From an optimization exercise on the open Yosys and OpenROAD flow, aimed at small area; shortcuts taken in it are not production practice. Where RTL was checked, it was by simulation tests only, not by an equivalence proof against the original. The RTL of run 1 was laid out without a check of its function. The flow treats the clock pin as an ideal source, which a real chip does not have. Power figures rest on the tool's default switching activity, not on a simulated workload.

## flow/flow/run.sh

```bash
#!/bin/bash
# Standard ORFS layout, with the port buffers made from the smallest buffer
# cell, and a clock tree of a few leaf clusters without dummy loads.
set -euo pipefail
export BUFFER_PORTS_ARGS="-buffer_cell sky130_fd_sc_hd__buf_1"
export CTS_ARGS="-sink_clustering_enable -repair_clock_nets -dont_use_dummy_load -buf_list sky130_fd_sc_hd__clkbuf_8 -sink_clustering_size 30 -sink_clustering_max_diameter 200"
bash standard.sh > standard.log 2>&1
```

## flow/standard.sh

```bash
#!/bin/bash
# synth_recipe.tcl (not shown) runs the flow's synth.tcl, then flattens the netlist and writes it again
# the make line also repeats each setting of config.mk as NAME=value (left out here)
make -C /OpenROAD-flow-scripts/flow DESIGN_CONFIG=/design/flow/config.mk WORK_HOME=/design/flow/orfs CLKGATE_MAP_FILE= SYNTH_SCRIPT=/design/flow/synth_recipe.tcl "${@:-finish}"
```

## flow/config.mk

```make
export PLATFORM = sky130hd
export DESIGN_NAME = mfe_led7seg_74hc595_controller_wrapper
export DESIGN_NICKNAME = mfe_led7seg_74hc595_controller_wrapper
export VERILOG_FILES = /design/flow/design.v
export SDC_FILE = /design/flow/constraint.sdc
export NUM_CORES = 4
export LEC_CHECK = 0
export CAP_MARGIN = 20
export CORE_MARGIN = 2
export CORE_UTILIZATION = 40
export SLEW_MARGIN = 20
export SYNTH_HIERARCHICAL = 1
```

## flow/constraint.sdc

```tcl
create_clock -name core_clock -period 5.0 [get_ports {clk}]
set_input_delay 1.0000 -clock core_clock [delete_from_list [all_inputs] [get_ports {clk}]]
set_output_delay 1.0000 -clock core_clock [all_outputs]
set_load 0.01 [all_outputs]
```

## flow/design.v

```verilog
module mfe_led7seg_74hc595_controller (
    clk,
    rst,
    dat,
    sclk,
    rclk,
    dio
    );
input           clk;
input           rst;
input  [63 : 0] dat;      
output          sclk;
output          rclk;
output          dio;
reg  [7 : 0] div;         
reg  [5 : 0] slot;        
reg          first;       
reg  [2 : 0] dig;         
wire [7 : 0] seg_reg;     
wire [7 : 0] div_d;
wire [5 : 0] slot_d;
wire         first_d;
wire [2 : 0] dig_d;
always @(posedge clk) begin
    div   <= div_d;
    slot  <= slot_d;
    first <= first_d;
    dig   <= dig_d;
end
genvar i;
wire o7, o3, h7, h3, div0, div1, o6, n5, z, x75, x43, x, xz;
mfe_led7seg_74hc595_g_or4   u_o7   (.a(div[7]), .b(div[6]), .c(div[5]), .d(div[4]), .y(o7));
mfe_led7seg_74hc595_g_or4   u_o3   (.a(div[3]), .b(div[2]), .c(div[1]), .d(div[0]), .y(o3));
mfe_led7seg_74hc595_g_nor2  u_div0 (.a(o7), .b(o3), .y(div0));
mfe_led7seg_74hc595_g_nand4 u_h7   (.a(div[7]), .b(div[6]), .c(div[5]), .d(div[4]), .y(h7));
mfe_led7seg_74hc595_g_nand4 u_h3   (.a(div[3]), .b(div[2]), .c(div[1]), .d(div[0]), .y(h3));
mfe_led7seg_74hc595_g_nor2  u_div1 (.a(h7), .b(h3), .y(div1));
mfe_led7seg_74hc595_g_or4   u_o6   (.a(div[6]), .b(div[4]), .c(div[2]), .d(div[0]), .y(o6));
mfe_led7seg_74hc595_g_nand3 u_n5   (.a(div[5]), .b(div[3]), .c(div[1]), .y(n5));
mfe_led7seg_74hc595_g_nor2  u_z    (.a(o6), .b(n5), .y(z));
mfe_led7seg_74hc595_g_xor2  u_x75  (.a(div[7]), .b(div[5]), .y(x75));
mfe_led7seg_74hc595_g_xor2  u_x43  (.a(div[4]), .b(div[3]), .y(x43));
mfe_led7seg_74hc595_g_xor2  u_x    (.a(x75), .b(x43), .y(x));
mfe_led7seg_74hc595_g_xor2  u_xz   (.a(x), .b(z), .y(xz));
mfe_led7seg_74hc595_g_nor2  u_d0   (.a(rst), .b(xz), .y(div_d[0]));
generate
    for (i = 1; i < 8; i = i + 1) begin : div_g
        mfe_led7seg_74hc595_g_nor2 u_d (.a(rst), .b(div[i - 1]), .y(div_d[i]));
    end
endgenerate
wire [5 : 0] tgl;
wire         a;
assign tgl[0] = div1;
mfe_led7seg_74hc595_g_and2  u_a  (.a(div1), .b(slot[0]), .y(a));
mfe_led7seg_74hc595_g_and3n u_t1 (.a(slot[5]), .b(div1), .c(slot[0]), .y(tgl[1]));
mfe_led7seg_74hc595_g_and2  u_t2 (.a(a), .b(slot[1]), .y(tgl[2]));
mfe_led7seg_74hc595_g_and2  u_t3 (.a(tgl[2]), .b(slot[2]), .y(tgl[3]));
mfe_led7seg_74hc595_g_and2  u_t4 (.a(tgl[3]), .b(slot[3]), .y(tgl[4]));
mfe_led7seg_74hc595_g_a22o  u_t5 (.a1(tgl[4]), .a2(slot[4]), .b1(a), .b2(slot[5]), .y(tgl[5]));
generate
    for (i = 0; i < 6; i = i + 1) begin : slot_g
        mfe_led7seg_74hc595_g_tbit u_s (.rst(rst), .q(slot[i]), .t(tgl[i]), .y(slot_d[i]));
    end
endgenerate
wire inc, i1, i2, end0, end0n, hd, cap, capn, c0, c0n, c1, c1n, g00n;
wire [7 : 0] sel;
mfe_led7seg_74hc595_g_and3n u_inc (.a(slot[0]), .b(div1), .c(slot[5]), .y(inc));
mfe_led7seg_74hc595_g_and2  u_i1  (.a(inc), .b(dig[0]), .y(i1));
mfe_led7seg_74hc595_g_and2  u_i2  (.a(i1), .b(dig[1]), .y(i2));
mfe_led7seg_74hc595_g_tbit  u_g0  (.rst(rst), .q(dig[0]), .t(inc), .y(dig_d[0]));
mfe_led7seg_74hc595_g_tbit  u_g1  (.rst(rst), .q(dig[1]), .t(i1), .y(dig_d[1]));
mfe_led7seg_74hc595_g_tbit  u_g2  (.rst(rst), .q(dig[2]), .t(i2), .y(dig_d[2]));
mfe_led7seg_74hc595_g_and3  u_end  (.a(div0), .b(slot[5]), .c(slot[0]), .y(end0));
mfe_led7seg_74hc595_g_nand3 u_endn (.a(div0), .b(slot[5]), .c(slot[0]), .y(end0n));
mfe_led7seg_74hc595_g_a21o  u_f    (.a1(first), .a2(end0n), .b1(rst), .y(first_d));
mfe_led7seg_74hc595_g_nor2  u_hd   (.a(rst), .b(end0), .y(hd));
mfe_led7seg_74hc595_g_nor2  u_cap  (.a(rst), .b(end0n), .y(cap));
mfe_led7seg_74hc595_g_or2   u_capn (.a(rst), .b(end0n), .y(capn));
mfe_led7seg_74hc595_g_nor2  u_c0   (.a(dig[2]), .b(capn), .y(c0));
mfe_led7seg_74hc595_g_or2   u_c0n  (.a(dig[2]), .b(capn), .y(c0n));
mfe_led7seg_74hc595_g_and2  u_c1   (.a(dig[2]), .b(cap), .y(c1));
mfe_led7seg_74hc595_g_nand2 u_c1n  (.a(dig[2]), .b(cap), .y(c1n));
mfe_led7seg_74hc595_g_or2   u_g00n (.a(dig[1]), .b(dig[0]), .y(g00n));
mfe_led7seg_74hc595_g_nor2  u_s0   (.a(g00n), .b(c0n), .y(sel[0]));
mfe_led7seg_74hc595_g_and3n u_s1   (.a(dig[1]), .b(c0), .c(dig[0]), .y(sel[1]));
mfe_led7seg_74hc595_g_and3n u_s2   (.a(dig[0]), .b(c0), .c(dig[1]), .y(sel[2]));
mfe_led7seg_74hc595_g_and3  u_s3   (.a(c0), .b(dig[1]), .c(dig[0]), .y(sel[3]));
mfe_led7seg_74hc595_g_nor2  u_s4   (.a(g00n), .b(c1n), .y(sel[4]));
mfe_led7seg_74hc595_g_and3n u_s5   (.a(dig[1]), .b(c1), .c(dig[0]), .y(sel[5]));
mfe_led7seg_74hc595_g_and3n u_s6   (.a(dig[0]), .b(c1), .c(dig[1]), .y(sel[6]));
mfe_led7seg_74hc595_g_and3  u_s7   (.a(c1), .b(dig[1]), .c(dig[0]), .y(sel[7]));
mfe_led7seg_74hc595_snap snap (
    .clk  (clk),
    .sel  (sel),
    .hd   (hd),
    .dat  (dat),
    .q    (seg_reg)
    );
wire nz, w, n01, m_hi, m_lo, e0, e1, e2, pbit, m, s5n;
mfe_led7seg_74hc595_g_o21a  u_rclk (.a1(div1), .a2(slot[0]), .b1(slot[5]), .y(rclk));
mfe_led7seg_74hc595_g_or4   u_nz   (.a(slot[4]), .b(slot[3]), .c(slot[2]), .d(slot[1]), .y(nz));
mfe_led7seg_74hc595_g_or3n  u_w    (.a(slot[5]), .b(nz), .c(first), .y(w));
mfe_led7seg_74hc595_g_nor2  u_n01  (.a(div1), .b(slot[0]), .y(n01));
mfe_led7seg_74hc595_g_a21o  u_sclk (.a1(n01), .a2(w), .b1(tgl[1]), .y(sclk));
mfe_led7seg_74hc595_g_mux4  u_mhi  (.a0(seg_reg[7]), .a1(seg_reg[6]), .a2(seg_reg[5]), .a3(seg_reg[4]),
                                    .s0(slot[1]), .s1(slot[2]), .y(m_hi));
mfe_led7seg_74hc595_g_mux4  u_mlo  (.a0(seg_reg[3]), .a1(seg_reg[2]), .a2(seg_reg[1]), .a3(seg_reg[0]),
                                    .s0(slot[1]), .s1(slot[2]), .y(m_lo));
mfe_led7seg_74hc595_g_xor2  u_e0   (.a(dig[0]), .b(slot[1]), .y(e0));
mfe_led7seg_74hc595_g_xor2  u_e1   (.a(dig[1]), .b(slot[2]), .y(e1));
mfe_led7seg_74hc595_g_xor2  u_e2   (.a(dig[2]), .b(slot[3]), .y(e2));
mfe_led7seg_74hc595_g_and4n u_pbit (.a(first), .b(e0), .c(e1), .d(e2), .y(pbit));
mfe_led7seg_74hc595_g_mux4  u_m    (.a0(m_hi), .a1(m_lo), .a2(pbit), .a3(pbit),
                                    .s0(slot[3]), .s1(slot[4]), .y(m));
mfe_led7seg_74hc595_g_inv   u_s5n  (.a(slot[5]), .y(s5n));
mfe_led7seg_74hc595_g_and2  u_dio  (.a(m), .b(s5n), .y(dio));
endmodule
module mfe_led7seg_74hc595_g_inv (a, y);
input a; output y;
assign y = ~a;
endmodule
module mfe_led7seg_74hc595_g_nor2 (a, b, y);
input a, b; output y;
assign y = ~(a | b);
endmodule
module mfe_led7seg_74hc595_g_nand2 (a, b, y);
input a, b; output y;
assign y = ~(a & b);
endmodule
module mfe_led7seg_74hc595_g_nand3 (a, b, c, y);
input a, b, c; output y;
assign y = ~(a & b & c);
endmodule
module mfe_led7seg_74hc595_g_nand4 (a, b, c, d, y);
input a, b, c, d; output y;
assign y = ~(a & b & c & d);
endmodule
module mfe_led7seg_74hc595_g_and2 (a, b, y);
input a, b; output y;
assign y = a & b;
endmodule
module mfe_led7seg_74hc595_g_and3 (a, b, c, y);
input a, b, c; output y;
assign y = a & b & c;
endmodule
module mfe_led7seg_74hc595_g_and3n (a, b, c, y);
input a, b, c; output y;
assign y = ~a & b & c;
endmodule
module mfe_led7seg_74hc595_g_and4n (a, b, c, d, y);
input a, b, c, d; output y;
assign y = ~a & b & c & d;
endmodule
module mfe_led7seg_74hc595_g_or2 (a, b, y);
input a, b; output y;
assign y = a | b;
endmodule
module mfe_led7seg_74hc595_g_or4 (a, b, c, d, y);
input a, b, c, d; output y;
assign y = a | b | c | d;
endmodule
module mfe_led7seg_74hc595_g_or3n (a, b, c, y);
input a, b, c; output y;
assign y = a | b | ~c;
endmodule
module mfe_led7seg_74hc595_g_xor2 (a, b, y);
input a, b; output y;
assign y = a ^ b;
endmodule
module mfe_led7seg_74hc595_g_xnor2 (a, b, y);
input a, b; output y;
assign y = ~(a ^ b);
endmodule
module mfe_led7seg_74hc595_g_a21o (a1, a2, b1, y);
input a1, a2, b1; output y;
assign y = (a1 & a2) | b1;
endmodule
module mfe_led7seg_74hc595_g_o21a (a1, a2, b1, y);
input a1, a2, b1; output y;
assign y = (a1 | a2) & b1;
endmodule
module mfe_led7seg_74hc595_g_a22o (a1, a2, b1, b2, y);
input a1, a2, b1, b2; output y;
assign y = (a1 & a2) | (b1 & b2);
endmodule
module mfe_led7seg_74hc595_g_mux4 (a0, a1, a2, a3, s0, s1, y);
input a0, a1, a2, a3, s0, s1; output y;
assign y = s1 ? (s0 ? a3 : a2) : (s0 ? a1 : a0);
endmodule
module mfe_led7seg_74hc595_g_tbit (rst, q, t, y);
input rst, q, t; output y;
wire xn;
mfe_led7seg_74hc595_g_xnor2 u_xn (.a(q), .b(t), .y(xn));
mfe_led7seg_74hc595_g_nor2  u_y  (.a(rst), .b(xn), .y(y));
endmodule
module mfe_led7seg_74hc595_controller_wrapper (
    clk,
    rst,
    dat,
    vld,
    sclk,
    rclk,
    dio
    );
input           clk;
input           rst;
input  [63 : 0] dat;
input           vld;
output          sclk;
output          rclk;
output          dio;
wire [63 : 0] dat_reg;
wire          vld_n = ~vld;
wire          ld    = ~(rst | vld_n);
wire          hd    = ~(rst | vld);
mfe_led7seg_74hc595_store #(.W(64)) store (
    .clk  (clk),
    .ld   (ld),
    .hd   (hd),
    .d    (dat),
    .q    (dat_reg)
    );
mfe_led7seg_74hc595_controller led7seg_74hc595_ctrl (
    .clk  (clk),
    .rst  (rst),
    .dat  (dat_reg),
    .sclk (sclk),
    .rclk (rclk),
    .dio  (dio)
    );
endmodule
module mfe_led7seg_74hc595_store #(
    parameter W = 64
    ) (
    clk,
    ld,
    hd,
    d,
    q
    );
input             clk;
input             ld;
input             hd;
input  [W - 1 : 0] d;
output [W - 1 : 0] q;
reg    [W - 1 : 0] q;
always @(posedge clk) begin
    q <= ({W{ld}} & d) | ({W{hd}} & q);
end
endmodule
module mfe_led7seg_74hc595_snap (
    clk,
    sel,
    hd,
    dat,
    q
    );
input             clk;
input  [7 : 0]    sel;
input             hd;
input  [63 : 0]   dat;
output [7 : 0]    q;
reg    [7 : 0]    q;
wire   [7 : 0]    t0;
wire   [7 : 0]    t1;
wire   [7 : 0]    t2;
wire   [7 : 0]    nxt;
genvar i;
generate
    for (i = 0; i < 8; i = i + 1) begin : bit_g
        mfe_led7seg_74hc595_aoi222 g0 (
            .a1 (sel[0]), .a2 (dat[i]),
            .b1 (sel[1]), .b2 (dat[8 + i]),
            .c1 (sel[2]), .c2 (dat[16 + i]),
            .y  (t0[i])
            );
        mfe_led7seg_74hc595_aoi222 g1 (
            .a1 (sel[3]), .a2 (dat[24 + i]),
            .b1 (sel[4]), .b2 (dat[32 + i]),
            .c1 (sel[5]), .c2 (dat[40 + i]),
            .y  (t1[i])
            );
        mfe_led7seg_74hc595_aoi222 g2 (
            .a1 (sel[6]), .a2 (dat[48 + i]),
            .b1 (sel[7]), .b2 (dat[56 + i]),
            .c1 (hd),     .c2 (q[i]),
            .y  (t2[i])
            );
        assign nxt[i] = ~(t0[i] & t1[i] & t2[i]);
    end
endgenerate
always @(posedge clk) begin
    q <= nxt;
end
endmodule
module mfe_led7seg_74hc595_aoi222 (
    a1,
    a2,
    b1,
    b2,
    c1,
    c2,
    y
    );
input  a1;
input  a2;
input  b1;
input  b2;
input  c1;
input  c2;
output y;
assign y = ~((a1 & a2) | (b1 & b2) | (c1 & c2));
endmodule
```

==> results of run 1 <==
==> stage by stage <==
stage / setup WS [ns] / power [W] / utilization, %
2_1_floorplan: 2.43 / 0.000847 / -
3_3_place_gp: 2.31 / 0.000877 / 44.3
3_5_place_dp: 2.24 / 0.000878 / 44.3
4_1_cts: 1.85 / 0.00125 / 45.8
5_1_grt: 1.80 / 0.00128 / 45.8
6_report: 1.87 / 0.00123 / 45.8
==> cell usage after synthesis, drive strengths merged <==
library cell  number
a21o               2
a222oi            24
a22o              65
and2               8
and3               3
and3b              6
and4b              1
buf               14
dfxtp             90
inv                1
mux4               3
nand2              1
nand3             10
nand4              2
nor2              27
nor2b              1
o21a               1
or2                3
or3b               1
or4                4
xnor2              9
xor2               7
==> flip-flops by register name, indices dropped and copies added (netlist names) <==
signal                       flops
led7seg_74hc595_ctrl.slot        6
led7seg_74hc595_ctrl.first       1
led7seg_74hc595_ctrl.div         8
store.q                         64
led7seg_74hc595_ctrl.dig         3
led7seg_74hc595_ctrl.snap.q      8
==> per-module statistics from Yosys, one instance, submodules excluded, excerpt <==
module / copies in the design / flip-flops and latches / cells / area [sq um]
mfe_led7seg_74hc595_g_and3n: 6 / 0 / 1 / 8.76
mfe_led7seg_74hc595_snap: 1 / 8 / 16 / 200
mfe_led7seg_74hc595_controller_wrapper: 1 / 0 / 2 / 17.5
mfe_led7seg_74hc595_g_mux4: 3 / 0 / 1 / 22.5
mfe_led7seg_74hc595_g_inv: 1 / 0 / 1 / 3.75
mfe_led7seg_74hc595_g_nor2: 26 / 0 / 1 / 3.75
mfe_led7seg_74hc595_aoi222: 24 / 0 / 1 / 10.0
mfe_led7seg_74hc595_g_a21o: 2 / 0 / 1 / 7.51
mfe_led7seg_74hc595_g_xor2: 7 / 0 / 1 / 8.76
==> kinds of logic (layout without fill, tap and decap cells) <==
group	Yosys count	after routing	synth area share [%]
compound gates	92	92	24.7
flops	90	90	53.4
simple gates	67	67	11.0
xor+xnor	16	16	4.15
buf+inv	15	82	4.78
mux	3	3	2.00
==> critical path, delay by kind of cell, from the launching register on <==
family,cells,cell delay [ns]
mux,2,1.02
buf+inv,1,0.12
flops,1,0.48
simple gates,1,0.17
==> how the worst max path moves through the flow <==
stage / endpoint / slack, ns / cells past startpoint
floorplan: dio / 2.43 / 3
finish: dio / 1.87 / 4
global route: dio / 1.80 / 4
CTS: dio / 1.85 / 4
detailed placement: dio / 2.24 / 4
global placement: dio / 2.31 / 4
==> layout by cell type (no fill, tap or decap), drive strengths merged <==
master and instances:
dfxtp 90, buf 72, a22o 65, nor2 27, a222oi 24, nand3 10
xnor2 9, clkbuf 9, and2 8, xor2 7, and3b 6, or4 4
or2 3, and3 3, mux4 3, a21o 2, nand4 2, nor2b 1
nand2 1, and4b 1, o21a 1, inv 1, or3b 1
==> power by group through the flow <==
stage / combinational [W] / clock [W] / sequential, W
floorplan: 0.0000609 / 0 / 0.000786
global placement: 0.0000828 / 0 / 0.000794
detailed placement: 0.0000837 / 0 / 0.000794
CTS: 0.0000843 / 0.000388 / 0.000778
global route: 0.0000934 / 0.000408 / 0.000783
finish: 0.0000838 / 0.000372 / 0.000778
==> area by class of cell <==
type                       instances  area share, %
clock buffer                       9           3.29
tap                              105           3.49
timing repair buffer              72           7.48
inverter                           1         0.0997
sequential                        90           47.9
multi-input combinational        178           37.8
==> routing by layer <==
metal	GRT usage, %	wire length (microns)	up-vias
li1	-	-	1251
met2	26.6	3490	72
met1	24.4	3800	1197
met4	4.76	59	0
met5	0	0	-
met3	5.01	456	7
==> run notes, run 1 <==
* Outcome: finished clean
- The most numerous cell type found on the critical path is mux4_2.
- Counting cells, the worst reg-to-reg path comes to 8.
* Internal Power: 0.000958 W
- Startpoint types: flop
- Input/output buffers: 69
- The netlist uses 23 different library cells.
- The via count of the first global-routing pass was 2428.
- Layout cells sized above 1: 5.71%
* Overflow left after global routing: 0
- Area of the multi-input gates: 1420 sq um
- Count of hold buffers inserted by post-cts repair: 0
- Syn nets: 350
* Type of the most critical hold path: reg2reg
- Sequential cell area: 1800 sq um
- Sequential cells account for 63.0% of the total power.
- In this run the static leakage power is 1.45 nW.
- # fillers: 780
- For this design the top-level I/O count stands at 70.
- The worst hold path begins at led7seg_74hc595_ctrl.div[2].
- RSZ-0062 raised after global routing: false
* Antenna Violating Nets Remaining: 0
- Final instance area: 3760 sq um
- Register-to-register path setup slack: 2.43 ns
- The floorplan has 33 rows.
- The die is 95.9 microns wide.
* DRC marker count from the first detailed-route iteration: 205
* Starting Density: 41.1%
* Count of inserted antenna diode cells: 0
* Worst Hold Depth: 1
- Counting every sink on the clock net gives 90.
- After synthesis, flip-flops and latches occupy 53.4% of the total area.
- Summing every instance area after synthesis gives 3380 sq um.
- The worst register-to-register path begins at led7seg_74hc595_ctrl.div[3].
- Between clock sinks in the finished design, the worst skew comes to 0.0214 ns.
- Routed Wire Length: 7810 microns
- The HPWL after detailed placement is 5530 microns.
- At the pin with the least slew margin, the transition time is 0.676 ns.
* Count of TritonRoute iterations in the first routing pass: 5
* Worst hold margin: 0.458 ns
- After synthesis, the mean cell area works out to 11.9 sq um.
* Clock buffer count from CTS: 9
- Tracing the worst setup path back leads to its startpoint at led7seg_74hc595_ctrl.slot[1].
* Total power density per cell area: 328 nW/um^2
- In this run the clock root is driven by a clkbuf_8.
- H-tree depth: 3
- Total of warnings raised by yosys: 9
* Crit Path Category: reg2out
- After synthesis the netlist holds a flip-flop and latch count of 90.
* Category of the worst setup path capture point: output pin
- Main area contributors after synthesis: dfxtp_1 53%, a22o_1 16%, a222oi_1 7.1%
* Top cell type's share of synthesized area: 53.4%
- Routability-driven placement finished with a final weighted congestion of 0.785.
- Setup violations remaining at the end of the flow were counted as 0.
- The first global-routing pass estimated 12200 microns of wire.
- The synthesized design spends more area on one cell type than any other, namely dfxtp_1.
* Post-layout nets: 419
- Overall Global Routing Usage: 17.5%
* Final non-filler cell total: 455
* Arrival time reported for the critical path endpoint: 2.13 ns
- For hold timing, the worst endpoint is led7seg_74hc595_ctrl.div[3].
* Final Max Tran Viols: 0
- Total number of vias: 2527
- Maximum clock path buffer count: 2
- After floorplanning, the core was sized to cover 8220 sq um.
- In this run, post-CTS repair resized a total of 0 instances.
- Using the TritonRoute via totals, the vias-per-cell ratio works out to 5.55.
- Subtracting the final worst setup slack from the clock period gives 3.13 ns.
- Clock-pin slew was measured on the worst setup and hold paths at 0.09 ns.
- In this run the critical register-to-register path is captured at led7seg_74hc595_ctrl.snap.q[2].
- For this run, the top clock speed supported by timing is 0.320 GHz.
* Max rail drop VDD: 150 uV
- The floorplan step defined a die boundary enclosing 9190 sq um.
- TritonCTS built the clock tree.
- The largest single stage delay on the critical path is 0.55 ns.
- Worst slew slack as a fraction of its limit: 54.7%
* Pin count of the biggest net entering global routing: 39
* Number of buffers inserted to repair setup after CTS: 0
- P&R area growth vs syn: 11.4%
- CP required: 4.00 ns
- In this run the power spent charging and discharging nets is 0.000277 W.
- Along the worst path, the maximum fanout reaches 6.
- Final critical-path share of the clock period: 62.5%
- Per report_power, the combinational group accounts for 6.8% of the total.
- For this run, design rule violations remaining after detail routing come to 0.
- Max-cap violations: 0
* Clock network power share: 30.2%
- Antenna violations before repair: 0
* Post-detailed-placement cell area: 3640 sq um
* Clock latency of the later-clocked register in the worst-skew pair: 0.34 ns
- Sequence of cells on the critical path: mux4_2, mux4_2, and2_1, buf_1
- The number of hold violations in the final report came to 0.
* Number of instances in the placed design: 446
- After detailed routing, the average wire length per cell comes to 17.2 microns.
- The slowest stage of the critical path belongs to the cell mux4_2.
- Summed over all failing endpoints, the final setup total negative slack is 0 ns.
- In this run switching power makes up 22.4% of total power.
- Cell count after synthesis: 283
- Measured along the y axis, the die boundary spans 95.9 microns.
==> inputs of run 2 (changes only) <==
--- a/flow/design.v
+++ b/flow/design.v
@@ -210,9 +210,12 @@
 output          rclk;
 output          dio;
 wire [63 : 0] dat_reg;
-wire          vld_n = ~vld;
-wire          ld    = ~(rst | vld_n);
-wire          hd    = ~(rst | vld);
+wire          vld_n;
+wire          ld;
+wire          hd;
+mfe_led7seg_74hc595_g_inv  u_vld_n (.a(vld), .y(vld_n));
+mfe_led7seg_74hc595_g_nor2 u_ld    (.a(rst), .b(vld_n), .y(ld));
+mfe_led7seg_74hc595_g_nor2 u_hd    (.a(rst), .b(vld), .y(hd));
 mfe_led7seg_74hc595_store #(.W(64)) store (
     .clk  (clk),
     .ld   (ld),
@@ -244,8 +247,15 @@
 input  [W - 1 : 0] d;
 output [W - 1 : 0] q;
 reg    [W - 1 : 0] q;
+wire   [W - 1 : 0] nxt;
+genvar i;
+generate
+    for (i = 0; i < W; i = i + 1) begin : bit_g
+        mfe_led7seg_74hc595_g_a22o u_n (.a1(ld), .a2(d[i]), .b1(hd), .b2(q[i]), .y(nxt[i]));
+    end
+endgenerate
 always @(posedge clk) begin
-    q <= ({W{ld}} & d) | ({W{hd}} & q);
+    q <= nxt;
 end
 endmodule
 module mfe_led7seg_74hc595_snap (
==> run notes, run 2 <==
- The run finished with no timing, DRC or antenna violations.
- Summing every instance area after synthesis gives 3210 sq um.
* Antenna violations before repair: 0
- Along the worst path, the maximum fanout reaches 6.
- Clock tree from TritonCTS: done
* Worst Hold Path EP: led7seg_74hc595_ctrl.div[7]
- After routing, the total negative slack on setup checks comes to 0 ns.
- The routed design has 7570 microns of wire.
- Area leader, netlist: dfxtp_1
- Clock-pin slew of the registers on the worst-case setup and hold paths: 0.07 ns
* Detailed Place HPWL: 5140 microns
- Dividing the detail-routed wire length by the instance count gives 16.7 microns.
- Summed over its instances, the top area cell type makes up 56.1% of the synthesized netlist area.
- The internal portion of the total power is 0.000958 W.
- From synthesis to final layout, the design area changed by 17.1%.
- Input and output buffers added on the ports amount to 69.
- Switching component of the power: 0.000281 W
- The worst register-to-register path ends at led7seg_74hc595_ctrl.snap.q[0].
- Number of global-route vias before repair: 2392
- Register-to-register path setup slack: 2.40 ns
- Startpoint of the most critical register-to-register path: led7seg_74hc595_ctrl.div[3]
- Count of hold buffers inserted by post-cts repair: 0
- The tree is rooted in a clkbuf_8.
* CP required: 4.00 ns
* Leak Pwr: 1.45 nW
- Post-layout nets: 420
* Overflow left after global routing: 0
- DRC marker count from the first detailed-route iteration: 247
- Based on the critical path, the design can be clocked at up to 0.321 GHz.
- H-tree depth: 3
- Type of the most critical hold path: reg2reg
- Along the worst hold path, the cell count comes to 1.
- The critical path is of the reg2out type.
* Regs by FF count: store.q x64, led7seg_74hc595_ctrl.div x8, led7seg_74hc595_ctrl.snap.q x8
- Yosys mapped a number of flops with a built-in enable equal to 0.
- Final weighted congestion in routability-driven placement: 0.761
- Leaving out filler cells and counting taps, the final layout contains 453.
- Worst hold margin: 0.450 ns
- Met2 routed wirelength: 3480 microns
* Sequential share of power: 62.7%
- After detailed routing, the wire length on met1 is 3610 microns.
- In the post-synthesis netlist, the biggest area contributors are dfxtp_1 56%, a22o_1 18%, a222oi_1 7.5%.
- Average cell area after synthesis: 11.9 sq um
- Data on the critical path arrives at its endpoint at 2.11 ns.
* Final critical-path share of the clock period: 62.2%
* First-pass GRT wire length: 12200 microns
* Syn nets: 337
- Sequential fraction of the synthesis area: 56.1%
- Largest register FFs: 64
* Number of instances in the placed design: 444
- The routed layout has 2559 vias.
* Count of inserted antenna diode cells: 0
* Antenna Violating Nets Remaining: 0
- Maximum clock path buffer count: 2
- Total of warnings raised by yosys: 9
- The register with the most flip-flops in the final layout is store.q.
* Total power density per cell area: 330 nW/um^2
- Top flip-flop cell by instance count after synthesis: dfxtp_1
- Ys async rst share: 0%
- Cell count after synthesis: 270
- Clock network power share: 30.5%
- Starting Density: 41.3%
- Biggest cell delay along the critical path: 0.55 ns
* Die Y: 93.6 microns
* Number of gates given a new drive strength after cts: 0
- After floorplanning, the core was sized to cover 7770 sq um.
- Worst Skew: 0.0161 ns
- Setup repair after global routing left no endpoint under its margin.
- The die covers 8760 sq um.
- Total of endpoints with negative setup slack in the final report: 0
- Top cells by instance count after synthesis: 90 x dfxtp_1, 65 x a22o_1, 28 x nor2_1, 24 x a222oi_1, 10 x nand3_1
* Worst r2r path cells: 8
* Buf+Inv Stages, Crit Path: 1
* Sw Ratio: 22.7%
- In the final layout, the share of cells above drive strength 1 is 4.84%.
* Final Max Tran Viols: 0
- DR WL met3: 347 microns
* Max Used Layer: met4
- Fin crit period: 3.11 ns
- Gate family responsible for the most delay along the worst path: multiplexers
- Pin placement for this block handled 70 I/O pins.
- Counting flops and latches in the post-synthesis netlist gives 90.
* Worst-margin pin slew: 0.760 ns
- Category of the worst setup path capture point: output pin
* Logic pwr share: 6.7%
* Sequence of cells on the critical path: mux4_2, mux4_2, and2_1, buf_1
- The clock reaches the later pin of the worst-skew pair after 0.35 ns.
- Pin count of the biggest net entering global routing: 35
* Count of TritonRoute iterations in the first routing pass: 4
- The library cell used most frequently in the layout, excluding fill and tap cells, is dfxtp_1.
* Clock buffer count from CTS: 9
- Number of buffers inserted to repair setup after CTS: 0
* Startpoint types: flop
- Clock tree synthesis found a total of 90 sinks.
- Chip width: 93.6 microns
* Overall Global Routing Usage: 18.2%
- # rows: 32
- Layout Utilization: 48.4%
- Max-cap violations: 0
* Most used standard cell by instance count after synthesis: dfxtp_1
- The cell that appears most often on the critical path is mux4_2.
- Most frequent cells in the layout: 90 x dfxtp_1, 69 x buf_1, 65 x a22o_1, 26 x nor2_1, 24 x a222oi_1
- Average via count per standard cell: 5.65
- Launch point of the worst hold path: led7seg_74hc595_ctrl.div[6]
* Number of unique standard cell types used by synthesis: 20
* Max rail drop VDD: 174 uV
* DRC viols: 0
- On the critical path, the stage with the largest delay is an instance of mux4_2.
* Worst slew slack as a fraction of its limit: 49.2%
- Hold Violations, Final: 0
-- run 2: cell count changes in the layout (fill, tap and decap cells not counted) --
cell     change
nor2b_4      -1
a22o_1       +3
inv_1        +1
a22o_2       -3
nor2_4       +1
-- run 2: stage by stage --
stage	setup WS, ns	instance area [sq um]	total power (W)
finish	1.89	3760	0.00124
detailed placement	2.24	3630	0.000877
CTS	1.86	3760	0.00125
global placement	2.29	3630	0.000876
floorplan	1.56	3210	0.000834
global route	1.76	3760	0.00129
-- run 2: logic make-up (layout without fill, tap and decap cells) --
family | after synthesis | count (layout) | share of synthesized area [%]
buffers and inverters | 2 | 83 | 0.234
AO/OA/AOI/OAI | 92 | 92 | 25.9
XOR/XNOR | 16 | 16 | 4.37
AND/OR/NAND/NOR | 67 | 67 | 11.2
flip-flops | 90 | 90 | 56.1
multiplexers | 3 | 3 | 2.11
-- run 2: cell type report --
type	instances	area, sq um
Inverter	2	7.51
Tap cell	102	128
Timing Repair Buffer	72	282
Sequential cell	90	1800
Fill cell	751	4010
Clock buffer	9	124
Multi-Input combinational cell	178	1420
-- run 2: worst max-delay path by stage --
stage / depth (start not counted) / to / from
floorplan: 3 / store.q[0] / vld
CTS: 4 / dio / led7seg_74hc595_ctrl.slot[1]
global route: 4 / dio / led7seg_74hc595_ctrl.slot[1]
finish: 4 / dio / led7seg_74hc595_ctrl.slot[1]
global placement: 4 / dio / led7seg_74hc595_ctrl.slot[1]
detailed placement: 4 / dio / led7seg_74hc595_ctrl.slot[1]
-- run 2: worst register-to-register path, cell delays in order, from the launching register on --
cell and delay (ns):
dfxtp_1 0.36, or4_1 0.52, nor2_1 0.15, nand3_1 0.14, or2_1 0.27, or2_1 0.22
nor2_1 0.50, a222oi_1 0.26, nand3_1 0.13
-- run 2: power by group through the flow --
stage	Combinational (W)	Sequential [W]	Clock [W]
after floorplan	0.0000486	0.000786	0
after global placement	0.0000823	0.000793	0
after detailed placement	0.0000836	0.000793	0
after CTS	0.0000839	0.000777	0.000394
after global routing	0.0000929	0.000782	0.000417
final	0.0000833	0.000777	0.000378
-- run 2: routing by layer --
metal	track usage [%]	up-vias
li1	-	1258
met1	26.0	1226
met5	0	-
met2	26.9	63
met3	3.79	12
met4	7.25	0
-- run 2: per-module statistics from Yosys (local to each module, per instance), excerpt --
module	cell area [sq um]	copies in the design	flip-flops and latches	cells
mfe_led7seg_74hc595_g_or3n	8.76	1	0	1
mfe_led7seg_74hc595_aoi222	10.0	24	0	1
mfe_led7seg_74hc595_snap	200	1	8	16
mfe_led7seg_74hc595_controller	360	1	18	18
mfe_led7seg_74hc595_g_nand3	5.00	2	0	1
mfe_led7seg_74hc595_g_or4	7.51	4	0	1
mfe_led7seg_74hc595_g_xnor2	8.76	9	0	1
mfe_led7seg_74hc595_g_and3n	8.76	6	0	1
==> inputs of run 3 (changes only) <==
==> flow/flow/run.sh (replaced) <==
#!/bin/bash
# Standard ORFS layout with three changes:
#  - the port buffers are made from the smallest buffer cell;
#  - the clock tree is built by flow/cts_tree.tcl before CTS runs (one root
#    buffer on the clock port driving six leaf buffers, each driving the
#    registers nearest to it), and CTS leaves it alone;
#  - no dummy loads on the clock tree.
set -euo pipefail
export BUFFER_PORTS_ARGS="-buffer_cell sky130_fd_sc_hd__buf_1"
export PRE_CTS_TCL="$PWD/flow/cts_tree.tcl"
export CTS_ARGS="-sink_clustering_enable -repair_clock_nets -dont_use_dummy_load -buf_list sky130_fd_sc_hd__clkbuf_8"
bash standard.sh > standard.log 2>&1
==> flow/flow/cts_tree.tcl (new file) <==
# Clock tree made by hand, run before clock_tree_synthesis (PRE_CTS_TCL).
# The registers are split into groups by position (k-means on their
# locations, with a cap on group size); each group is driven by a leaf clock
# buffer placed at its centre, and the leaves are driven by one root buffer
# on the clock port. TritonCTS is then told to leave these nets alone.
proc mfe_clock_tree { nleaf leaf_cell root_cell } {
  set block [ord::get_db_block]
  set db [ord::get_db]
  set clk_net [$block findNet clk]
  set sinks {}
  foreach it [$clk_net getITerms] {
    set inst [$it getInst]
    if { [[$inst getMaster] isSequential] } {
      set box [$inst getBBox]
      set x [expr {([$box xMin] + [$box xMax]) / 2}]
      set y [expr {([$box yMin] + [$box yMax]) / 2}]
      lappend sinks [list $x $y $it]
    }
  }
  set n [llength $sinks]
  # initial centres: spread along a snake over the bounding box
  set sorted [lsort -integer -index 0 $sinks]
  set cx {}
  set cy {}
  for {set g 0} {$g < $nleaf} {incr g} {
    set s [lindex $sorted [expr {int(($g + 0.5) * $n / $nleaf)}]]
    lappend cx [lindex $s 0]
    lappend cy [lindex $s 1]
  }
  set cap [expr {int(ceil(double($n) / $nleaf)) + 1}]
  for {set iter 0} {$iter < 40} {incr iter} {
    set pairs {}
    set i 0
    foreach s $sinks {
      for {set g 0} {$g < $nleaf} {incr g} {
        set dx [expr {[lindex $s 0] - [lindex $cx $g]}]
        set dy [expr {[lindex $s 1] - [lindex $cy $g]}]
        lappend pairs [list [expr {$dx * $dx + $dy * $dy}] $i $g]
      }
      incr i
    }
    set pairs [lsort -integer -index 0 $pairs]
    set assign [lrepeat $n -1]
    set count [lrepeat $nleaf 0]
    foreach p $pairs {
      lassign $p d i g
      if { [lindex $assign $i] >= 0 || [lindex $count $g] >= $cap } { continue }
      lset assign $i $g
      lset count $g [expr {[lindex $count $g] + 1}]
    }
    set sx [lrepeat $nleaf 0]
    set sy [lrepeat $nleaf 0]
    set i 0
    foreach s $sinks {
      set g [lindex $assign $i]
      lset sx $g [expr {[lindex $sx $g] + [lindex $s 0]}]
      lset sy $g [expr {[lindex $sy $g] + [lindex $s 1]}]
      incr i
    }
    for {set g 0} {$g < $nleaf} {incr g} {
      set c [lindex $count $g]
      if { $c > 0 } {
        lset cx $g [expr {[lindex $sx $g] / $c}]
        lset cy $g [expr {[lindex $sy $g] / $c}]
      }
    }
  }
  # root buffer on the clock port, at the centre of the leaves
  set root_net [odb::dbNet_create $block "clknet_mfe_root"]
  $root_net setSigType CLOCK
  set root [odb::dbInst_create $block [$db findMaster $root_cell] "clkbuf_mfe_root"]
  [$root findITerm A] connect $clk_net
  [$root findITerm X] connect $root_net
  set rx 0
  set ry 0
  set nets [list clk clknet_mfe_root]
  for {set g 0} {$g < $nleaf} {incr g} {
    set net [odb::dbNet_create $block "clknet_mfe_$g"]
    $net setSigType CLOCK
    lappend nets "clknet_mfe_$g"
    set buf [odb::dbInst_create $block [$db findMaster $leaf_cell] "clkbuf_mfe_$g"]
    [$buf findITerm A] connect $root_net
    [$buf findITerm X] connect $net
    set i 0
    foreach s $sinks {
      if { [lindex $assign $i] == $g } {
        set it [lindex $s 2]
        $it disconnect
        $it connect $net
      }
      incr i
    }
    $buf setLocation [lindex $cx $g] [lindex $cy $g]
    $buf setPlacementStatus PLACED
    incr rx [lindex $cx $g]
    incr ry [lindex $cy $g]
    puts "clkbuf_mfe_$g drives [lindex $count $g] registers"
  }
  $root setLocation [expr {$rx / $nleaf}] [expr {$ry / $nleaf}]
  $root setPlacementStatus PLACED
  set_cts_config -skip_nets $nets
}

# Six leaf buffers of about 15 registers each, under one small root buffer
mfe_clock_tree 6 sky130_fd_sc_hd__clkbuf_8 sky130_fd_sc_hd__clkbuf_2
set_propagated_clock [all_clocks]
==> run notes, run 3 <==
- The run finished with no timing, DRC or antenna violations.
* Total power density per cell area: 317 nW/um^2
- The synthesized design contains 90 register bits.
* Sw Ratio: 23.1%
* Antenna Violating Nets Remaining: 0
- First-pass GRT wire length: 12100 microns
- For this design, the CTS-stage hold fixing added 0 buffers.
- Summing the areas of all compound-gate instances in the mapped netlist gives 25.9% of the synthesized area.
- Summing all multi-input logic gate instances after layout gives 1420 sq um.
- Across the whole layout, storage elements account for 1800 sq um.
* DRC marker count from the first detailed-route iteration: 203
* Total of warnings raised by yosys: 9
- The floorplan step defined a core boundary enclosing 7770 sq um.
- Largest reg by FF count: store.q
* Internal Power: 0.000907 W
- Arrival time reported for the critical path endpoint: 2.28 ns
* Pin count of the biggest net entering global routing: 35
- After detailed routing, the number of vias per cell comes to 5.52.
- Biggest cell delay along the critical path: 0.55 ns
- Worst-margin pin slew: 0.747 ns
* Routed wire per std cell: 16.7 microns
- A synthesized cell averages 11.9 sq um.
- Final weighted congestion in routability-driven placement: 0.761
* Number of global-route vias before repair: 2365
* # rows: 32
- The analysis attributes to net switching a power of 0.000273 W.
* I/O pins: 70
- The number of slew-limit violations in the final report was 0.
* Worst Skew: 0.0103 ns
- Once the floorplan was initialized, standard cells occupied 41.3% of the core.
- Combinational logic is responsible for 7.1% of the overall power.
- In the final layout, the registers with the most flip-flops are store.q x64, led7seg_74hc595_ctrl.div x8, led7seg_74hc595_ctrl.snap.q x8.
- Sequential fraction of the synthesis area: 56.1%
* Sequence of cells on the critical path: mux4_2, mux4_2, and2_1, buf_1
- In this run the cell area of the synthesized design comes to 3210 sq um.
* Clock latency of the later-clocked register in the worst-skew pair: 0.50 ns
- Count of inserted antenna diode cells: 0
* Hold Violations, Final: 0
* Antenna violations before repair: 0
* Die area: 8760 sq um
- Die Y: 93.6 microns
- The final layout contains 418 nets.
* Main area contributors after synthesis: dfxtp_1 56%, a22o_1 18%, a222oi_1 7.5%
- Area leader, netlist: dfxtp_1
* Main combinational cell family by area after synthesis: compound AO/OA/AOI/OAI gates
- Fin crit period: 3.28 ns
- In this run the worst path has a maximum fanout of 6.
* Most frequent cells in the layout: 90 x dfxtp_1, 69 x buf_1, 65 x a22o_1, 26 x nor2_1, 24 x a222oi_1
* Count of TritonRoute iterations in the first routing pass: 5
- P&R area growth vs syn: 15.9%
* Number of gates given a new drive strength after cts: 0
- Total number of vias: 2490
* Final sum of negative setup slack: 0 ns
* Number of enable flip-flop cells after synthesis: 0
- Counting the fill cells in the layout gives 743.
* Leak Pwr: 1.43 nW
* Startpoint types: flop
- STA classifies the critical path endpoint as an output pin.
- Detailed Place HPWL: 5140 microns
- The register with the most flip-flops in the layout has 64 of them.
- The critical path is of the reg2out type.
- Layout cells sized above 1: 4.30%
* Routed Wire Length: 7530 microns
* Overflow left after global routing: 0
- Overall Global Routing Usage: 17.0%
* Clock network power share: 27.1%
- Xor-xnor portion of the synthesized cell area: 4.37%
- Type of the most critical hold path: reg2reg
- Synthesis handed over a netlist of 270 instances.
* CP required: 4.00 ns
* Total of endpoints with negative setup slack in the final report: 0
- During placement, the flow inserted port buffers numbering 69.
- In this run the tightest slew margin relative to its limit is 50.1%.
- After clock tree synthesis, the clock-pin slew on the worst setup and hold paths is 0.10 ns.
- The synthesized netlist contains 20 unique library cells.
* Chip width: 93.6 microns
- Most used standard cell by instance count after synthesis: dfxtp_1
* Final critical-path share of the clock period: 65.5%
* Sequential share of power: 65.9%
- RSZ-0062 raised after global routing: false
* Crit path max-delay cell type: mux4_2
- After synthesis, the largest area contributor takes up 56.1% of total cell area.
- Once layout is done, the placed cells without fillers occupy 3720 sq um.
* Number of buffers inserted to repair setup after CTS: 0
* Most common cell after layout, fill and taps aside: dfxtp_1
- The worst-case IR drop observed on VDD is 167 uV.
- Area fraction in and, or, nand and nor cells after synthesis: 11.2%
* Most repeated library cell on the critical path: mux4_2
- For this run, the top clock speed supported by timing is 0.305 GHz.
- Max-cap violations: 0
- Top flip-flop cell by instance count after synthesis: dfxtp_1
* Ys async rst share: 0%
- The placed instances occupy a cell area of 3630 sq um.
- DRC viols: 0
- Of the total synthesized cell area, the portion taken by full adders, half adders and majority gates is 0%.
- Multiplexer cells account for 2.11% of the synthesized area.
- Syn nets: 337
- Top cells by instance count after synthesis: 90 x dfxtp_1, 65 x a22o_1, 28 x nor2_1, 24 x a222oi_1, 10 x nand3_1
run 3: cell counts after synthesis:
No cell type changed its count.
run 3: path summary, 6_finish.rpt:
path              slack [ns]  cells past startpoint                              to                    startpoint
hold / removal          0.45                      1     led7seg_74hc595_ctrl.div[7]   led7seg_74hc595_ctrl.div[6]
setup reg to reg        2.42                      8  led7seg_74hc595_ctrl.snap.q[0]   led7seg_74hc595_ctrl.div[3]
hold reg to reg         0.45                      1     led7seg_74hc595_ctrl.div[7]   led7seg_74hc595_ctrl.div[6]
setup / recovery        1.72                      4                             dio  led7seg_74hc595_ctrl.slot[1]
run 3: routing by layer:
| layer | vias up | GRT usage (%) | part of all wire, % |
|---|---|---|---|
| met2 | 58 | 26.7 | 46 |
| met3 | 9 | 1.93 | 4.7 |
| met1 | 1168 | 25.8 | 48 |
| met4 | 0 | 2.42 | 1.4 |
| li1 | 1255 | - | - |
| met5 | - | 0 | 0 |
run 3: final cells by class:
type / count / share of cell area, %
flip-flops and latches: 90 / 48.4
plain buffers: 7 / 2.35
inverters: 2 / 0.202
multi-input cells: 178 / 38.0
well taps: 102 / 3.43
repair buffers: 72 / 7.57
run 3: power by group through the flow:
stage | Clock (W) | Combinational [W] | Sequential (W)
5_1_grt | 0.000357 | 0.0000929 | 0.000782
4_1_cts | 0.000331 | 0.0000839 | 0.000777
6_report | 0.000320 | 0.0000832 | 0.000777
2_1_floorplan | 0 | 0.0000486 | 0.000786
3_5_place_dp | 0 | 0.0000836 | 0.000793
3_3_place_gp | 0 | 0.0000823 | 0.000793
run 3: cells by family (layout without fill, tap and decap cells):
family,Yosys count,in the layout
and+or+nand+nor,67,67
DFF,90,90
xor gates and xnor gates,16,16
muxes,3,3
AOI/OAI and AO/OA,92,92
buffers and inverters,2,81
run 3: metrics by stage:
step	utilization [%]	hold WS, ns	instances	power, W	setup slack, ns
3_5_place_dp	46.8	0.431	444	0.000877	2.24
2_1_floorplan	-	0.414	270	0.000834	1.56
5_1_grt	47.9	0.487	451	0.00123	1.57
4_1_cts	47.9	0.455	451	0.00119	1.66
6_report	47.9	0.453	451	0.00118	1.72
3_3_place_gp	46.8	0.425	444	0.000876	2.29
run 3: worst max-delay path: cells and delay by family (launching register included):
family	cells	cell delay (ns)
DFF	1	0.48
and+or+nand+nor	1	0.17
buffers and inverters	1	0.12
muxes	2	1.02
run 3: modules after synthesis (local to each module, per instance), a selection:
module / area, sq um / flip-flops and latches
mfe_led7seg_74hc595_g_mux4: 22.5 / 0
mfe_led7seg_74hc595_aoi222: 10.0 / 0
mfe_led7seg_74hc595_g_xnor2: 8.76 / 0
mfe_led7seg_74hc595_g_nand2: 3.75 / 0
mfe_led7seg_74hc595_g_or3n: 8.76 / 0
mfe_led7seg_74hc595_g_and2: 6.26 / 0
mfe_led7seg_74hc595_g_nand3: 5.00 / 0
mfe_led7seg_74hc595_g_nor2: 3.75 / 0
mfe_led7seg_74hc595_g_or4: 7.51 / 0
mfe_led7seg_74hc595_controller: 360 / 18
mfe_led7seg_74hc595_g_or2: 6.26 / 0
mfe_led7seg_74hc595_g_a22o: 8.76 / 0
mfe_led7seg_74hc595_g_and4n: 10.0 / 0
==> inputs of run 4 (changes only) <==
--- a/flow/flow/cts_tree.tcl
+++ b/flow/flow/cts_tree.tcl
@@ -101,6 +101,6 @@
   set_cts_config -skip_nets $nets
 }
 
-# Six leaf buffers of about 15 registers each, under one small root buffer
-mfe_clock_tree 6 sky130_fd_sc_hd__clkbuf_8 sky130_fd_sc_hd__clkbuf_2
+# Five leaf buffers of about 18 registers each, under one small root buffer
+mfe_clock_tree 5 sky130_fd_sc_hd__clkbuf_8 sky130_fd_sc_hd__clkbuf_2
 set_propagated_clock [all_clocks]
==> run notes, run 4 <==
- Counting tap cells, the placed design contains a total of 444 instances.
- Die Y: 93.6 microns
- Cell count after synthesis: 270
- Post-CTS timing repair inserted 0 buffers for setup.
- Worst-margin pin slew: 0.746 ns
- Input/output buffers: 69
* Ys async rst share: 0%
- The design draws 0.00116 W.
* Average cell area after synthesis: 11.9 sq um
- In this run, post-CTS hold repair placed 0 buffers.
- Cells with a size suffix above 1 make up 4.02% of the layout.
- Regs by FF count: store.q x64, led7seg_74hc595_ctrl.div x8, led7seg_74hc595_ctrl.snap.q x8
* Chip width: 93.6 microns
- Standard cell core area: 7770 sq um
* RSZ-0062 raised after global routing: false
- The flow ran to the end and the layout has no timing, DRC or antenna violations.
- Hold Violations, Final: 0
* Total power density per cell area: 312 nW/um^2
- Counting flops per register, the top entry is store.q.
- Top flip-flop cell by instance count after synthesis: dfxtp_1
- The initial utilization of the core area, before any placement, comes to 41.3%.
* Worst slew slack as a fraction of its limit: 50.1%
* Top cell type's share of synthesized area: 56.1%
* Post-layout nets: 417
- Entering global routing, the biggest net connects 35 pins.
- After global routing the overflow that remains totals 0.
- When the netlist entered floorplanning its net count stood at 337.
- Worst Skew: 0.0115 ns
* Fmax achieved: 0.306 GHz
- Along the worst path, the maximum fanout reaches 6.
* Max-cap violations: 0
* Total of warnings raised by yosys: 9
* Final weighted congestion in routability-driven placement: 0.761
- The repair_antennas step left the layout with diodes totalling 0.
- Count of TritonRoute iterations in the first routing pass: 6
- Area of the mapped netlist: 3210 sq um
* Fin crit period: 3.27 ns
- Arrival time reported for the critical path endpoint: 2.27 ns
* Routed Wire Length: 7560 microns
- The library cells used most frequently in the layout, excluding fill and tap cells, are 90 x dfxtp_1, 69 x buf_1, 65 x a22o_1, 26 x nor2_1, 24 x a222oi_1.
- Dividing the detail-routed wire length by the instance count gives 16.8 microns.
- The wire-length estimate of the detail-placed layout is 5140 microns.
- The largest total area in the synthesized netlist belongs to dfxtp_1.
- At the placement stage, the worst setup path has a slack of 2.24 ns.
- # fillers: 747
- Leak Pwr: 1.43 nW
- Among all cell types in the netlist, the one instantiated most often is dfxtp_1.
- After detailed routing, the number of vias per cell comes to 5.57.
- Top cells by instance count after synthesis: 90 x dfxtp_1, 65 x a22o_1, 28 x nor2_1, 24 x a222oi_1, 10 x nand3_1
* Sequential fraction of the synthesis area: 56.1%
- In the global route stage, overall resource usage came out at 17.0%.
- Clock latency of the later-clocked register in the worst-skew pair: 0.48 ns
* P&R area growth vs syn: 15.5%
* Startpoint types: flop
- Type of the most critical hold path: reg2reg
* Final critical-path share of the clock period: 65.4%
- Category of the worst setup path capture point: output pin
* CP required: 4.00 ns
- Number of global-route vias before repair: 2356
* Main area contributors after synthesis: dfxtp_1 56%, a22o_1 18%, a222oi_1 7.5%
- Crit Path Category: reg2out
* DRC viols: 0
- Setup total negative slack on the finished layout was measured at 0 ns.
- Clock-pin slew of the registers on the worst-case setup and hold paths: 0.11 ns
- Setup violations remaining at the end of the flow were counted as 0.
* Flop and latch count out of synthesis: 90
- Die area: 8760 sq um
- The first global-routing pass estimated 12200 microns of wire.
- Counting flops with a built-in enable in the synthesized netlist gives 0.
- Number of gates given a new drive strength after cts: 0
- Counting distinct cell types in the post-synthesis netlist gives 20.
- Detailed routing inserted a total of 2507 vias.
* DRC marker count from the first detailed-route iteration: 207
- IR analysis of the VDD net gives a maximum drop of 176 uV.
- Antenna Violating Nets Remaining: 0
- Leaving out fill and tap cells, the most frequent cell in the layout is dfxtp_1.
- # rows: 32
* Final non-filler cell total: 450
- Antenna violations before repair: 0
- After layout, the worst setup slack is 1.73 ns.
* Largest register FFs: 64
- I/O pins: 70
- Final Max Tran Viols: 0
[run 4: cell counts after synthesis]
Identical to the previous run, type by type.
[run 4: modules after synthesis, one instance, submodules excluded, excerpt]
| module | cells inside | flops+latches |
|---|---|---|
| mfe_led7seg_74hc595_g_xnor2 | 1 | 0 |
| mfe_led7seg_74hc595_controller | 18 | 18 |
| mfe_led7seg_74hc595_g_nand4 | 1 | 0 |
| mfe_led7seg_74hc595_g_mux4 | 1 | 0 |
| mfe_led7seg_74hc595_g_nand3 | 1 | 0 |
| mfe_led7seg_74hc595_g_nor2 | 1 | 0 |
| mfe_led7seg_74hc595_g_and3n | 1 | 0 |
| mfe_led7seg_74hc595_g_a21o | 1 | 0 |
| mfe_led7seg_74hc595_g_inv | 1 | 0 |
| mfe_led7seg_74hc595_g_and3 | 1 | 0 |
| mfe_led7seg_74hc595_snap | 16 | 8 |
| mfe_led7seg_74hc595_g_a22o | 1 | 0 |
| mfe_led7seg_74hc595_g_o21a | 1 | 0 |
| mfe_led7seg_74hc595_aoi222 | 1 | 0 |
| mfe_led7seg_74hc595_g_and4n | 1 | 0 |
[run 4: cells by family (layout without fill, tap and decap cells)]
| family | Yosys count | after routing | synth area share (%) |
|---|---|---|---|
| AOI/OAI and AO/OA | 92 | 92 | 25.9 |
| DFF | 90 | 90 | 56.1 |
| and+or+nand+nor | 67 | 67 | 11.2 |
| xor gates and xnor gates | 16 | 16 | 4.37 |
| muxes | 3 | 3 | 2.11 |
| buffers and inverters | 2 | 80 | 0.234 |
[run 4: area by class of cell]
cell class | count | area (sq um) | area share [%]
Buffer | 6 | 73.8 | 1.99
Timing Repair Buffer | 72 | 282 | 7.59
Tap cell | 102 | 128 | 3.44
Multi-Input combinational cell | 178 | 1420 | 38.2
Inverter | 2 | 7.51 | 0.202
Sequential cell | 90 | 1800 | 48.6
[run 4: metrics by stage]
stage	hold WS [ns]	instance area (sq um)	utilization [%]
floorplan	0.414	3210	-
detailed placement	0.431	3630	46.8
global route	0.490	3710	47.7
CTS	0.458	3710	47.7
global placement	0.425	3630	46.8
finish	0.456	3710	47.7
[run 4: final timing paths]
kind / from / end / cells after the start / slack [ns]
hold / removal: led7seg_74hc595_ctrl.div[2] / led7seg_74hc595_ctrl.div[3] / 1 / 0.46
hold reg to reg: led7seg_74hc595_ctrl.div[2] / led7seg_74hc595_ctrl.div[3] / 1 / 0.46
setup reg to reg: led7seg_74hc595_ctrl.div[3] / led7seg_74hc595_ctrl.snap.q[6] / 8 / 2.41
setup / recovery: led7seg_74hc595_ctrl.slot[1] / dio / 4 / 1.73
[run 4: report_power, final]
group / internal, W / switching [W]
combinational: 0.0000426 / 0.0000407
sequential: 0.000754 / 0.0000236
clock: 0.0000944 / 0.000203
[run 4: worst max-delay path, stage by stage, from the launching register on]
cell     delay, ns
dfxtp_1       0.49
mux4_2        0.55
mux4_2        0.47
and2_1        0.17
buf_1         0.12
[run 4: layer usage]
layer | routed length [microns] | up-vias | part of all wire (%) | global-route usage, %
met3 | 408 | 8 | 5.4 | 2.01
met5 | 0 | - | 0 | 0
li1 | - | 1252 | - | -
met2 | 3480 | 69 | 46 | 26.8
met4 | 98 | 0 | 1.3 | 1.81
met1 | 3570 | 1178 | 47 | 26.0
==> inputs of run 5 (changes only) <==
--- a/flow/flow/run.sh
+++ b/flow/flow/run.sh
@@ -2,7 +2,7 @@
 # Standard ORFS layout with three changes:
 #  - the port buffers are made from the smallest buffer cell;
 #  - the clock tree is built by flow/cts_tree.tcl before CTS runs (one root
-#    buffer on the clock port driving six leaf buffers, each driving the
+#    buffer on the clock port driving five leaf buffers, each driving the
 #    registers nearest to it), and CTS leaves it alone;
 #  - no dummy loads on the clock tree.
 set -euo pipefail
==> run notes, run 5 <==
- Outcome: finished clean
- Leak Pwr: 1.43 nW
- Worst slew slack as a fraction of its limit: 50.1%
* Number of global-route vias before repair: 2356
* Antenna Violating Nets Remaining: 0
- Count of inserted antenna diode cells: 0
- In the global route stage, overall resource usage came out at 17.0%.
- Sequential cell area: 1800 sq um
- Most used standard cell by instance count after synthesis: dfxtp_1
- The number of antenna violations at the first check in global routing was 0.
* Top cells by instance count after synthesis: 90 x dfxtp_1, 65 x a22o_1, 28 x nor2_1, 24 x a222oi_1, 10 x nand3_1
* Number of gates given a new drive strength after cts: 0
- Flop and latch count out of synthesis: 90
- P&R area growth vs syn: 15.5%
* Hold Violations, Final: 0
* Post-layout nets: 417
- Die area: 8760 sq um
- STA puts the critical path data required time at 4.00 ns.
- The synthesized netlist devotes 4.37% of its cell area to XOR and XNOR gates.
- Total of warnings raised by yosys: 9
- Complex-gate fraction of the synthesized area: 25.9%
- The finished cells cover 3710 sq um.
- Setup violations remaining at the end of the flow were counted as 0.
* Worst Hold Depth: 1
- Setup repair after global routing left no endpoint under its margin.
- In this run the worst hold path is classified as reg2reg.
- In the routed layout, each cell is associated on average with a via count of 5.57.
* Final worst setup slack: 1.73 ns
- Of all flip-flops after synthesis, the portion carrying an async set or reset was 0%.
* Chip width: 93.6 microns
* Final critical-path share of the clock period: 65.4%
* Input/output buffers: 69
- Area of the mapped netlist: 3210 sq um
- The register with the most flip-flops in the layout has 64 of them.
* Arrival time reported for the critical path endpoint: 2.27 ns
* Max-cap violations: 0
- Worst Hold Path EP: led7seg_74hc595_ctrl.div[3]
- A synthesized cell averages 11.9 sq um.
* Most frequent cells in the layout: 90 x dfxtp_1, 69 x buf_1, 65 x a22o_1, 26 x nor2_1, 24 x a222oi_1
- Leaving out fill and tap cells, the most frequent cell in the layout is dfxtp_1.
* Fmax achieved: 0.306 GHz
* Clock latency of the later-clocked register in the worst-skew pair: 0.48 ns
* Cell count after synthesis: 270
* Register-to-register path setup slack: 2.41 ns
- STA classifies the critical path endpoint as an output pin.
* Die Y: 93.6 microns
- I/O pins: 70
* Area of the multi-input gates: 1420 sq um
- After detailed routing, the number of remaining DRC violations is 0.
- Startpoint of the most critical register-to-register path: led7seg_74hc595_ctrl.div[3]
* Proportion of synthesized area in mux cells: 2.11%
- Timing analysis after detailed placement gives a worst setup slack of 2.24 ns.
- The detailed router finished its first iteration with 207 violations.
- Between clock sinks in the finished design, the worst skew comes to 0.0115 ns.
- Terminus of the critical flop-to-flop path: led7seg_74hc595_ctrl.snap.q[6]
- After filler insertion, the fill cell instance count of the layout stands at 747.
- Routed Wire Length: 7560 microns
- Syn nets: 337
* Count of TritonRoute iterations in the first routing pass: 6
- Starting Density: 41.3%
- Total power density per cell area: 312 nW/um^2
* Number of buffers inserted to repair setup after CTS: 0
- VDD sags by at most 176 uV.
* # rows: 32
- Main area contributors after synthesis: dfxtp_1 56%, a22o_1 18%, a222oi_1 7.5%
- The first global-routing pass estimated 12200 microns of wire.
* Pin count of the biggest net entering global routing: 35
* Standard cell core area: 7770 sq um
- Final weighted congestion in routability-driven placement: 0.761
- Main combinational cell family by area after synthesis: compound AO/OA/AOI/OAI gates
- After Yosys synthesis, full adders, half adders and majority gates account for 0% of the synthesized area.
- Launch point of the worst hold path: led7seg_74hc595_ctrl.div[2]
- Startpoint types: flop
* Sequential fraction of the synthesis area: 56.1%
* Number of enable flip-flop cells after synthesis: 0
- Synthesis instantiated 20 different standard cells from the library.
* Top flip-flop cell by instance count after synthesis: dfxtp_1
* Final Max Tran Viols: 0
- The synthesized netlist devotes 11.2% of its cell area to simple gates.
- Crit Path Category: reg2out
- The post-route netlist has 4.02% of its cells at a drive strength greater than 1.
- Counting flops per register, the top entry is store.q.
- Detailed Place HPWL: 5140 microns
* Total number of vias: 2507
- Worst r2r path cells: 8
- For the pin with the worst max-slew slack, the measured transition is 0.746 ns.
* Largest fanout on the critical path: 6
- Overflow left after global routing: 0
- Final sum of negative setup slack: 0 ns
- After clock tree synthesis, the clock-pin slew on the worst setup and hold paths is 0.11 ns.
- In the final layout, the registers with the most flip-flops are store.q x64, led7seg_74hc595_ctrl.div x8, led7seg_74hc595_ctrl.snap.q x8.
- Dividing the detail-routed wire length by the instance count gives 16.8 microns.
* Area leader, netlist: dfxtp_1
* Count of hold buffers inserted by post-cts repair: 0
* Post-detailed-placement cell area: 3630 sq um
- The worst path in the final design needs a cycle of 3.27 ns, including I/O delays and setup.
- Top cell type's share of synthesized area: 56.1%
==> run 5: cell counts after synthesis <==
No cell type changed its count.
==> run 5: worst max-delay path, stage by stage (launching register included) <==
cell	delay, ns
dfxtp_1	0.49
mux4_2	0.55
mux4_2	0.47
and2_1	0.17
buf_1	0.12
==> run 5: report_power, final <==
group | switching, W | total (W) | internal [W]
clock network | 0.000203 | 0.000298 | 0.0000944
logic | 0.0000407 | 0.0000834 | 0.0000426
registers | 0.0000236 | 0.000777 | 0.000754
==> run 5: layout make-up <==
cell class,count,share of cell area [%]
inverters,2,0.202
plain buffers,6,1.99
repair buffers,72,7.59
multi-input cells,178,38.2
well taps,102,3.44
flip-flops and latches,90,48.6
==> run 5: worst max-delay path by stage <==
| stage | startpoint | endpoint | slack [ns] | cells after the start |
|---|---|---|---|---|
| 6_report | led7seg_74hc595_ctrl.slot[1] | dio | 1.73 | 4 |
| 5_1_grt | led7seg_74hc595_ctrl.slot[1] | dio | 1.58 | 4 |
| 4_1_cts | led7seg_74hc595_ctrl.slot[1] | dio | 1.69 | 4 |
| 3_5_place_dp | led7seg_74hc595_ctrl.slot[1] | dio | 2.24 | 4 |
| 3_3_place_gp | led7seg_74hc595_ctrl.slot[1] | dio | 2.29 | 4 |
| 2_1_floorplan | vld | store.q[0] | 1.56 | 3 |
==> run 5: stage by stage <==
| step | hold WS [ns] | total power, W | std cells | utilization, % |
|---|---|---|---|---|
| 3_3_place_gp | 0.425 | 0.000876 | 444 | 46.8 |
| 6_report | 0.456 | 0.00116 | 450 | 47.7 |
| 4_1_cts | 0.458 | 0.00117 | 450 | 47.7 |
| 5_1_grt | 0.490 | 0.00122 | 450 | 47.7 |
| 2_1_floorplan | 0.414 | 0.000834 | 270 | - |
| 3_5_place_dp | 0.431 | 0.000877 | 444 | 46.8 |
==> run 5: cell families after synthesis <==
| kind of cell | count (synthesis) |
|---|---|
| DFF | 90 |
| xor gates and xnor gates | 16 |
| muxes | 3 |
| buffers and inverters | 2 |
| AOI/OAI and AO/OA | 92 |
| and+or+nand+nor | 67 |
==> run 5: layer usage <==
metal	global-route usage [%]	vias to the layer above	wire, microns
met5	0	-	0
met2	26.8	69	3480
met3	2.01	8	408
li1	-	1252	-
met4	1.81	0	98
met1	26.0	1178	3570
==> run 5: modules after synthesis (local to each module, per instance), excerpt <==
module	flops+latches	cell area [sq um]	copies in the design	cells inside
mfe_led7seg_74hc595_g_nand3	0	5.00	2	1
mfe_led7seg_74hc595_g_xor2	0	8.76	7	1
mfe_led7seg_74hc595_g_mux4	0	22.5	3	1
mfe_led7seg_74hc595_g_and4n	0	10.0	1	1
mfe_led7seg_74hc595_g_and3	0	6.26	3	1
mfe_led7seg_74hc595_g_or4	0	7.51	4	1

[static timing again, ports no longer ideal]
Ports are ideal in the flow. The routed layouts listed here were re-timed in OpenROAD. Step 1 assumes that a clkbuf_16 drives the clock port and a buf_2 every other input. Step 2 times the ports against the registers' clock, not the clock port: input delays grow and output delays shrink by t, the midpoint of the rising clock arrivals with the driver on. Three values: ideal, step 1, step 2; two values: the first two.
run	t, ns	slack for setup (ns)	clock arrival spread, ns
run 1	0.366	1.873 / 1.841 / 2.207	0.022 / 0.022
run 2	0.371	1.888 / 1.858 / 2.229	0.016 / 0.017
run 3	0.520	1.723 / 1.693 / 2.214	0.011 / 0.011
run 4	0.510	1.731 / 1.700 / 2.210	0.012 / 0.012
run 5	0.510	1.731 / 1.700 / 2.210	0.012 / 0.012
After both steps every run listed still meets setup and hold.
